Background: an optimization exercise with open tools, aiming at small area, a short achievable clock period and few clock cycles. Do not read the settings as production practice. Where RTL was checked, it was by simulation tests only, not by an equivalence proof against the original.

## v6
==> flow/design.v <==
module lab9(x,y,z,clk,reset,start,done);
input [7:0]x,y;
input clk,reset;
input start;
output [7:0]z;
output done;
reg [7:0] a, b;
reg busy;
wire [7:0] o = a | b;
wire [7:0] lo = {|o[6:0], |o[5:0], |o[4:0], |o[3:0], |o[2:0], |o[1:0], o[0], 1'b0};
wire [7:0] m0 = ~lo;                      
wire [7:0] m1 = lo & ~{lo[6:0], 1'b0};       
wire a_odd = |(a & m0);
wire b_odd = |(b & m0);
wire d_2 = ~|((a ^ b) & m1);              
wire [6:0] u = a[7:1], v = b[7:1];
wire [6:0] pr = ~(u ^ v);                 
wire [6:0] g = u & ~v;
wire [6:0] t = u | ~v;
wire [6:0] G, T;
wire g10 = g[1] | (t[1] & g[0]),  t10 = t[1] & t[0];
wire g32 = g[3] | (t[3] & g[2]),  t32 = t[3] & t[2];
wire g54 = g[5] | (t[5] & g[4]),  t54 = t[5] & t[4];
wire g20 = g[2] | (t[2] & g10),   t20 = t[2] & t10;
wire g30 = g32 | (t32 & g10),     t30 = t32 & t10;
wire g64 = g[6] | (t[6] & g54),   t64 = t[6] & t54;
assign G[0] = g[0];              assign T[0] = t[0];
assign G[1] = g10;               assign T[1] = t10;
assign G[2] = g20;               assign T[2] = t20;
assign G[3] = g30;               assign T[3] = t30;
assign G[4] = g[4] | (t[4] & g30); assign T[4] = t[4] & t30;
assign G[5] = g54 | (t54 & g30);   assign T[5] = t54 & t30;
assign G[6] = g64 | (t64 & g30);   assign T[6] = t64 & t30;
wire [6:0] c  = {G[5:0], 1'b0};           
wire [6:0] c1 = {G[5:0] | T[5:0], 1'b1};  
wire [6:0] dab = pr ^ c1;                 
wire [6:0] dba = ~(pr ^ c);               
wire a_ge = G[6] | T[6];                  
wire fin = (a == b) | ~|a | ~|b;
assign done = busy & fin;
assign z = o;
always @(posedge clk) begin
	if (reset)
		busy <= 1'b0;
	else if (start)
		busy <= 1'b1;
	else if (fin)
		busy <= 1'b0;
end
wire ev_a = ~a_odd;                       
wire ev_b = a_odd & ~b_odd;               
wire [6:0] dd = pr ^ (a_ge ? c1 : ~c);    
wire [7:0] base = ev_a ? a[7:1] : ev_b ? b[7:1] : {1'b0, dd};
wire two = ev_a ? ~|(a & m1) : ev_b ? ~|(b & m1) : d_2;
wire swap = ~start & (ev_b | (~ev_a & ~a_ge));
wire [7:0] a_nx = ({8{start}} & x) | ({8{~start & two}} & base[7:1]) | ({8{~start & ~two}} & base);
wire [7:0] b_nx = ({8{start}} & y) | ({8{swap}} & a) | ({8{~start & ~swap}} & b);
always @(posedge clk) begin
	a <= a_nx;
	b <= b_nx;
end
endmodule
==> flow/config.mk <==
export PLATFORM = sky130hd
export DESIGN_NAME = lab9
export DESIGN_NICKNAME = lab9
export VERILOG_FILES = /design/flow/design.v
export SDC_FILE = /design/flow/constraint.sdc
export NUM_CORES = 4
export LEC_CHECK = 0
export CAP_MARGIN = 20
export CORE_MARGIN = 2
export CORE_UTILIZATION = 40
export SETUP_SLACK_MARGIN = 2.0
export SLEW_MARGIN = 20
==> flow/constraint.sdc <==
create_clock -name core_clock -period 5.0 [get_ports {clk}]
set_input_delay 1.0000 -clock core_clock [delete_from_list [all_inputs] [get_ports {clk}]]
set_output_delay 1.0000 -clock core_clock [all_outputs]
set_load 0.01 [all_outputs]
standard.sh (not shown) runs the stock make flow with config.mk's settings and CLKGATE_MAP_FILE= SYNTH_SCRIPT=/design/flow/synth_recipe.tcl, a recipe that flattens the netlist after the stock synthesis.
==> flow/flow/run.sh <==
#!/bin/bash
# The standard layout, with the smallest buffer on every input and output port
# instead of the one buffer_ports picks by default.
set -euo pipefail
bash standard.sh "BUFFER_PORTS_ARGS=-buffer_cell sky130_fd_sc_hd__buf_1" finish > standard.log 2>&1
The inputs of v7 differ from those of v6 as listed below.
--- a/flow/design.v
+++ b/flow/design.v
@@ -45,18 +45,20 @@
 	else if (start)
 		busy <= 1'b1;
 	else if (fin)
 		busy <= 1'b0;
 end
-wire ev_a = ~a_odd;                       
-wire ev_b = a_odd & ~b_odd;               
+wire sh_a  = ~start & ~a_odd;             
+wire sh_b  = ~start & a_odd & ~b_odd;     
+wire sub   = ~start & a_odd & b_odd;      
 wire [6:0] dd = pr ^ (a_ge ? c1 : ~c);    
-wire [7:0] base = ev_a ? a[7:1] : ev_b ? b[7:1] : {1'b0, dd};
-wire two = ev_a ? ~|(a & m1) : ev_b ? ~|(b & m1) : d_2;
-wire swap = ~start & (ev_b | (~ev_a & ~a_ge));
-wire [7:0] a_nx = ({8{start}} & x) | ({8{~start & two}} & base[7:1]) | ({8{~start & ~two}} & base);
-wire [7:0] b_nx = ({8{start}} & y) | ({8{swap}} & a) | ({8{~start & ~swap}} & b);
+wire [7:0] base = sh_a ? a[7:1] : dd;
+wire two = sh_a ? ~|(a & m1) : d_2;
+wire [7:0] dsel = two ? base[7:1] : base;
+wire [7:0] a_nx = ({8{start}} & x) | ({8{sh_a | sub}} & dsel) | ({8{sh_b}} & a);
+wire [7:0] b_nx = ({8{start}} & y) | ({8{sh_b}} & (b >> 1)) | ({8{sub & ~a_ge}} & a)
+                | ({8{sh_a | (sub & a_ge)}} & b);
 always @(posedge clk) begin
 	a <= a_nx;
 	b <= b_nx;
 end
 endmodule
### Flow results
Compared with v6, the detailed router inserted fewer vias in v7. Changes observed in v7 relative to v6: end-of-flow core utilization shrank by 0.31 points; post-placement worst setup slack went up 0.013 ns. [v7] growth of design area from synthesis to finish fell 0.40 points relative to v6. Average cell area after synthesis in v7 is 0.10 sq um above v6.
No functional check of the RTL was part of any run of this note.

========
lab9, a different RTL version from the one above (not shown whole).
Size: ~210 cells after synthesis, roughly 17 flip-flops.
==> module lab9, before the edit <==
module lab9(x,y,z,clk,reset,start,done);
input [7:0]x,y;
input clk,reset;
input start;
output [7:0]z;
output done;
reg [7:0] a, b;
reg busy;
wire [7:0] o = a | b;
wire [7:0] lo = {|o[6:0], |o[5:0], |o[4:0], |o[3:0], |o[2:0], |o[1:0], o[0], 1'b0};
wire [7:0] m0 = ~lo;                      
wire [7:0] m1 = lo & ~{lo[6:0], 1'b0};       
wire a_odd = |(a & m0);
wire b_odd = |(b & m0);
wire d_2 = ~|((a ^ b) & m1);              
wire [7:0] pr = ~(a ^ b);                 
wire [7:0] g = a & ~b;
wire [7:0] t = a | ~b;
wire [7:0] G, T;
wire g10 = g[1] | (t[1] & g[0]),  t10 = t[1] & t[0];
wire g32 = g[3] | (t[3] & g[2]),  t32 = t[3] & t[2];
wire g54 = g[5] | (t[5] & g[4]),  t54 = t[5] & t[4];
wire g76 = g[7] | (t[7] & g[6]),  t76 = t[7] & t[6];
wire g20 = g[2] | (t[2] & g10),   t20 = t[2] & t10;
wire g30 = g32 | (t32 & g10),     t30 = t32 & t10;
wire g64 = g[6] | (t[6] & g54),   t64 = t[6] & t54;
wire g74 = g76 | (t76 & g54),     t74 = t76 & t54;
assign G[0] = g[0];              assign T[0] = t[0];
assign G[1] = g10;               assign T[1] = t10;
assign G[2] = g20;               assign T[2] = t20;
assign G[3] = g30;               assign T[3] = t30;
assign G[4] = g[4] | (t[4] & g30); assign T[4] = t[4] & t30;
assign G[5] = g54 | (t54 & g30);   assign T[5] = t54 & t30;
assign G[6] = g64 | (t64 & g30);   assign T[6] = t64 & t30;
assign G[7] = g74 | (t74 & g30);   assign T[7] = t74 & t30;
wire [7:0] c  = {G[6:0], 1'b0};           
wire [7:0] c1 = {G[6:0] | T[6:0], 1'b1};  
wire [7:0] dab = pr ^ c1;                 
wire [7:0] dba = ~(pr ^ c);               
wire a_ge = G[7] | T[7];                  
wire fin = &pr | ~|a | ~|b;
assign done = busy & fin;
assign z = o;
always @(posedge clk) begin
	if (reset)
		busy <= 1'b0;
	else if (start)
		busy <= 1'b1;
	else if (fin)
		busy <= 1'b0;
end
always @(posedge clk) begin
	if (start) begin
		a <= x;
		b <= y;
	end else if (!a_odd) begin
		a <= a >> 1;
	end else if (!b_odd) begin
		b <= b >> 1;
	end else begin
		if (a_ge)
			a <= d_2 ? dab[7:2] : dab[7:1];
		else
			a <= d_2 ? dba[7:2] : dba[7:1];
		if (!a_ge)
			b <= a;
	end
end
endmodule
==> flow/config.mk <==
export PLATFORM = sky130hd
export DESIGN_NAME = lab9
export DESIGN_NICKNAME = lab9
export VERILOG_FILES = /design/flow/design.v
export SDC_FILE = /design/flow/constraint.sdc
export NUM_CORES = 4
export LEC_CHECK = 0
export CAP_MARGIN = 20
export CORE_MARGIN = 2
export CORE_UTILIZATION = 40
export SETUP_SLACK_MARGIN = 2.5
export SLEW_MARGIN = 20
==> flow/constraint.sdc <==
create_clock -name core_clock -period 5.0 [get_ports {clk}]
set_input_delay 1.0000 -clock core_clock [delete_from_list [all_inputs] [get_ports {clk}]]
set_output_delay 1.0000 -clock core_clock [all_outputs]
set_load 0.01 [all_outputs]
Scripts as last shown in full above: flow/flow/run.sh
==> next run, changes <==
==> flow/design.v (replaced) <==
module lab9(x,y,z,clk,reset,start,done);
input [7:0]x,y;
input clk,reset;
input start;
output [7:0]z;
output done;
reg [7:0] a, b;
reg busy;
wire [7:0] o = a | b;
wire [7:0] lo = {|o[6:0], |o[5:0], |o[4:0], |o[3:0], |o[2:0], |o[1:0], o[0], 1'b0};
wire [7:0] m0 = ~lo;                      
wire [7:0] m1 = lo & ~{lo[6:0], 1'b0};       
wire a_odd = |(a & m0);
wire b_odd = |(b & m0);
wire d_2 = ~|((a ^ b) & m1);              
wire [6:0] u = a[7:1], v = b[7:1];
wire [6:0] pr = ~(u ^ v);                 
wire [6:0] g = u & ~v;
wire [6:0] t = u | ~v;
wire [6:0] G, T;
wire g10 = g[1] | (t[1] & g[0]),  t10 = t[1] & t[0];
wire g32 = g[3] | (t[3] & g[2]),  t32 = t[3] & t[2];
wire g54 = g[5] | (t[5] & g[4]),  t54 = t[5] & t[4];
wire g20 = g[2] | (t[2] & g10),   t20 = t[2] & t10;
wire g30 = g32 | (t32 & g10),     t30 = t32 & t10;
wire g64 = g[6] | (t[6] & g54),   t64 = t[6] & t54;
assign G[0] = g[0];              assign T[0] = t[0];
assign G[1] = g10;               assign T[1] = t10;
assign G[2] = g20;               assign T[2] = t20;
assign G[3] = g30;               assign T[3] = t30;
assign G[4] = g[4] | (t[4] & g30); assign T[4] = t[4] & t30;
assign G[5] = g54 | (t54 & g30);   assign T[5] = t54 & t30;
assign G[6] = g64 | (t64 & g30);   assign T[6] = t64 & t30;
wire [6:0] c  = {G[5:0], 1'b0};           
wire [6:0] c1 = {G[5:0] | T[5:0], 1'b1};  
wire [6:0] dab = pr ^ c1;                 
wire [6:0] dba = ~(pr ^ c);               
wire a_ge = G[6] | T[6];                  
wire fin = (a == b) | ~|a | ~|b;
assign done = busy & fin;
assign z = o;
always @(posedge clk) begin
	if (reset)
		busy <= 1'b0;
	else if (start)
		busy <= 1'b1;
	else if (fin)
		busy <= 1'b0;
end
wire sh_a  = ~start & ~a_odd;             
wire sh_b  = ~start & a_odd & ~b_odd;     
wire sub   = ~start & a_odd & b_odd;      
wire [7:0] dsel = a_ge ? (d_2 ? dab[6:1] : dab) : (d_2 ? dba[6:1] : dba);
wire [7:0] a_nx = ({8{start}} & x) | ({8{sh_a}} & (a >> 1)) | ({8{sub}} & dsel) | ({8{sh_b}} & a);
wire [7:0] b_nx = ({8{start}} & y) | ({8{sh_b}} & (b >> 1)) | ({8{sub & ~a_ge}} & a)
                | ({8{sh_a | (sub & a_ge)}} & b);
always @(posedge clk) begin
	a <= a_nx;
	b <= b_nx;
end
endmodule
Effect: The new run produced a clean layout. Wire length came out higher by 6.9%. Final cell count went up by 3.4%. Clock skew is higher by 4.2 ps. Non-clock buffer count stays the same. Fmax rose by 3.8%. Final area is lower by 3.4%. Die area decreases by 3.0%. Register-to-register slack gains 200 ps. Sequential share of layout area fell by 3.5 points.
Testbench counts after the change, summed over its fixed seeds: cycles 24,549.
No functional check of the RTL was part of the first run of this note.

========
lab9, a different RTL version from the one above (not shown whole).
Size: about 320 cells after synthesis, about 1900 um2 of cells after synthesis.
==> module lab9, before the edit <==
module lab9(x,y,z,clk,reset,start,done);
input [7:0]x,y;
input clk,reset;
input start;
output [7:0]z;
output reg done;
reg [7:0] a, b;
reg busy;
wire [7:0] o = a | b;
wire [7:0] lo = {|o[6:0], |o[5:0], |o[4:0], |o[3:0], |o[2:0], |o[1:0], o[0], 1'b0};
wire [7:0] m0 = ~lo;                      
wire [7:0] m1 = lo & ~{lo[6:0], 1'b0};       
wire a_odd = |(a & m0);
wire b_odd = |(b & m0);
wire d_2 = ~|((a ^ b) & m1);              
wire d_3 = d_2 & ~|((a ^ b) & {m1[6:0], 1'b0});  
wire [6:0] u = a[7:1], v = b[7:1];
wire [6:0] pr = ~(u ^ v);                 
wire [6:0] g = u & ~v;
wire [6:0] t = u | ~v;
wire [6:0] G, T;
wire g10 = g[1] | (t[1] & g[0]),  t10 = t[1] & t[0];
wire g32 = g[3] | (t[3] & g[2]),  t32 = t[3] & t[2];
wire g54 = g[5] | (t[5] & g[4]),  t54 = t[5] & t[4];
wire g20 = g[2] | (t[2] & g10),   t20 = t[2] & t10;
wire g30 = g32 | (t32 & g10),     t30 = t32 & t10;
wire g64 = g[6] | (t[6] & g54),   t64 = t[6] & t54;
assign G[0] = g[0];              assign T[0] = t[0];
assign G[1] = g10;               assign T[1] = t10;
assign G[2] = g20;               assign T[2] = t20;
assign G[3] = g30;               assign T[3] = t30;
assign G[4] = g[4] | (t[4] & g30); assign T[4] = t[4] & t30;
assign G[5] = g54 | (t54 & g30);   assign T[5] = t54 & t30;
assign G[6] = g64 | (t64 & g30);   assign T[6] = t64 & t30;
wire [6:0] c  = {G[5:0], 1'b0};           
wire [6:0] c1 = {G[5:0] | T[5:0], 1'b1};  
wire [6:0] dab = pr ^ c1;                 
wire [6:0] dba = ~(pr ^ c);               
wire a_ge = G[6] | T[6];                  
wire fin = (a == b) | ~|a;
assign z = b;
always @(posedge clk) begin
	if (reset) begin
		busy <= 1'b0;
		done <= 1'b0;
	end else begin
		done <= busy & fin & ~start;
		if (start)
			busy <= 1'b1;
		else if (fin)
			busy <= 1'b0;
	end
end
wire sh_a  = ~start & ~a_odd;             
wire sh_b  = ~start & a_odd & ~b_odd;     
wire sub   = ~start & a_odd & b_odd;      
wire [6:0] dd = pr ^ (a_ge ? c1 : ~c);    
wire [7:0] dsel = ({8{~d_2}} & dd) | ({8{d_2 & ~d_3}} & dd[6:1]) | ({8{d_3}} & dd[6:2]);
wire [7:0] a_nx = ({8{start}} & x) | ({8{sh_a}} & (a >> 1)) | ({8{sub}} & dsel) | ({8{sh_b}} & a);
wire [7:0] b_nx = ({8{start}} & (|y ? y : x)) | ({8{sh_b}} & (b >> 1)) | ({8{sub & ~a_ge}} & a)
                | ({8{sh_a | (sub & a_ge)}} & b);
always @(posedge clk) begin
	a <= a_nx;
	b <= b_nx;
end
endmodule
clock: 5.0 ns
lec_check: 0
abc_area: 1
cap_margin: 20
core_margin: 2
core_utilization: 40
setup_slack_margin: 3.0
slew_margin: 20
Scripts as last shown in full above: flow/flow/run.sh
Testbench counts at the start, summed over its fixed seeds: cycles 25,276.
==> next run, changes <==
--- a/flow/design.v
+++ b/flow/design.v
@@ -11,11 +11,10 @@
 wire [7:0] m0 = ~lo;                      
 wire [7:0] m1 = lo & ~{lo[6:0], 1'b0};       
 wire a_odd = |(a & m0);
 wire b_odd = |(b & m0);
 wire d_2 = ~|((a ^ b) & m1);              
-wire d_3 = d_2 & ~|((a ^ b) & {m1[6:0], 1'b0});  
 wire [6:0] u = a[7:1], v = b[7:1];
 wire [6:0] pr = ~(u ^ v);                 
 wire [6:0] g = u & ~v;
 wire [6:0] t = u | ~v;
 wire [6:0] G, T;
@@ -35,12 +34,12 @@
 wire [6:0] c  = {G[5:0], 1'b0};           
 wire [6:0] c1 = {G[5:0] | T[5:0], 1'b1};  
 wire [6:0] dab = pr ^ c1;                 
 wire [6:0] dba = ~(pr ^ c);               
 wire a_ge = G[6] | T[6];                  
-wire fin = (a == b) | ~|a;
-assign z = b;
+wire fin = (a == b) | ~|a | ~|b;
+assign z = o;
 always @(posedge clk) begin
 	if (reset) begin
 		busy <= 1'b0;
 		done <= 1'b0;
 	end else begin
@@ -53,13 +52,13 @@
 end
 wire sh_a  = ~start & ~a_odd;             
 wire sh_b  = ~start & a_odd & ~b_odd;     
 wire sub   = ~start & a_odd & b_odd;      
 wire [6:0] dd = pr ^ (a_ge ? c1 : ~c);    
-wire [7:0] dsel = ({8{~d_2}} & dd) | ({8{d_2 & ~d_3}} & dd[6:1]) | ({8{d_3}} & dd[6:2]);
+wire [7:0] dsel = d_2 ? dd[6:1] : dd;
 wire [7:0] a_nx = ({8{start}} & x) | ({8{sh_a}} & (a >> 1)) | ({8{sub}} & dsel) | ({8{sh_b}} & a);
-wire [7:0] b_nx = ({8{start}} & (|y ? y : x)) | ({8{sh_b}} & (b >> 1)) | ({8{sub & ~a_ge}} & a)
+wire [7:0] b_nx = ({8{start}} & y) | ({8{sh_b}} & (b >> 1)) | ({8{sub & ~a_ge}} & a)
                 | ({8{sh_a | (sub & a_ge)}} & b);
 always @(posedge clk) begin
 	a <= a_nx;
 	b <= b_nx;
 end
The new run finished with timing, DRC and antenna clean.
Final cell count is lower by a few percent.
Sequential share of layout area is higher by 1.2 points.
Worst setup slack loses 30 ps.
Design area is lower by a few percent.
Wire length is lower by a little under a tenth.
Die area is lower by a few percent.
For the second run of this note, only the layout was checked, not whether the RTL still works.

-- port drivers added, routing unchanged --
In the flow no input, the clock included, has a driving cell. The finished layouts below were timed again as built, in two steps.
Step 1 sets driving cells, clkbuf_16 on the clock port and buf_2 on the other inputs (assumed; they add their load-dependent delay and slew).
Step 2 also shifts input and output timing later by t, the mid clock arrival at the registers, as if the neighbouring blocks saw the same clock.
Slacks: no drivers / after step 1 / after step 2; pairs: no drivers / after step 1.
run | t, ns | setup WS [ns] | hold WS [ns]
v6 | 0.270 | 2.075 / 2.052 / 2.193 | 0.478 / 0.478 / 0.478
v7 | 0.278 | 2.092 / 2.067 / 1.962 | 0.541 / 0.541 / 0.541
the first run of note 2 | 0.285 | 2.088 / 2.088 / 2.088 | 0.545 / 0.545 / 0.545
the second run of note 2 | 0.293 | 2.194 / 2.164 / 2.290 | 0.478 / 0.478 / 0.478
the first run of note 3 | 0.281 | 3.024 / 3.024 / 2.875 | 0.463 / 0.463 / 0.463
the second run of note 3 | 0.276 | 2.994 / 2.968 / 2.900 | 0.454 / 0.454 / 0.454
After both steps setup and hold are still met in every run listed. For the first run of note 3, which loses most, drivers alone change the setup slack by 0.000 ns; drivers and shift together by -0.149 ns.
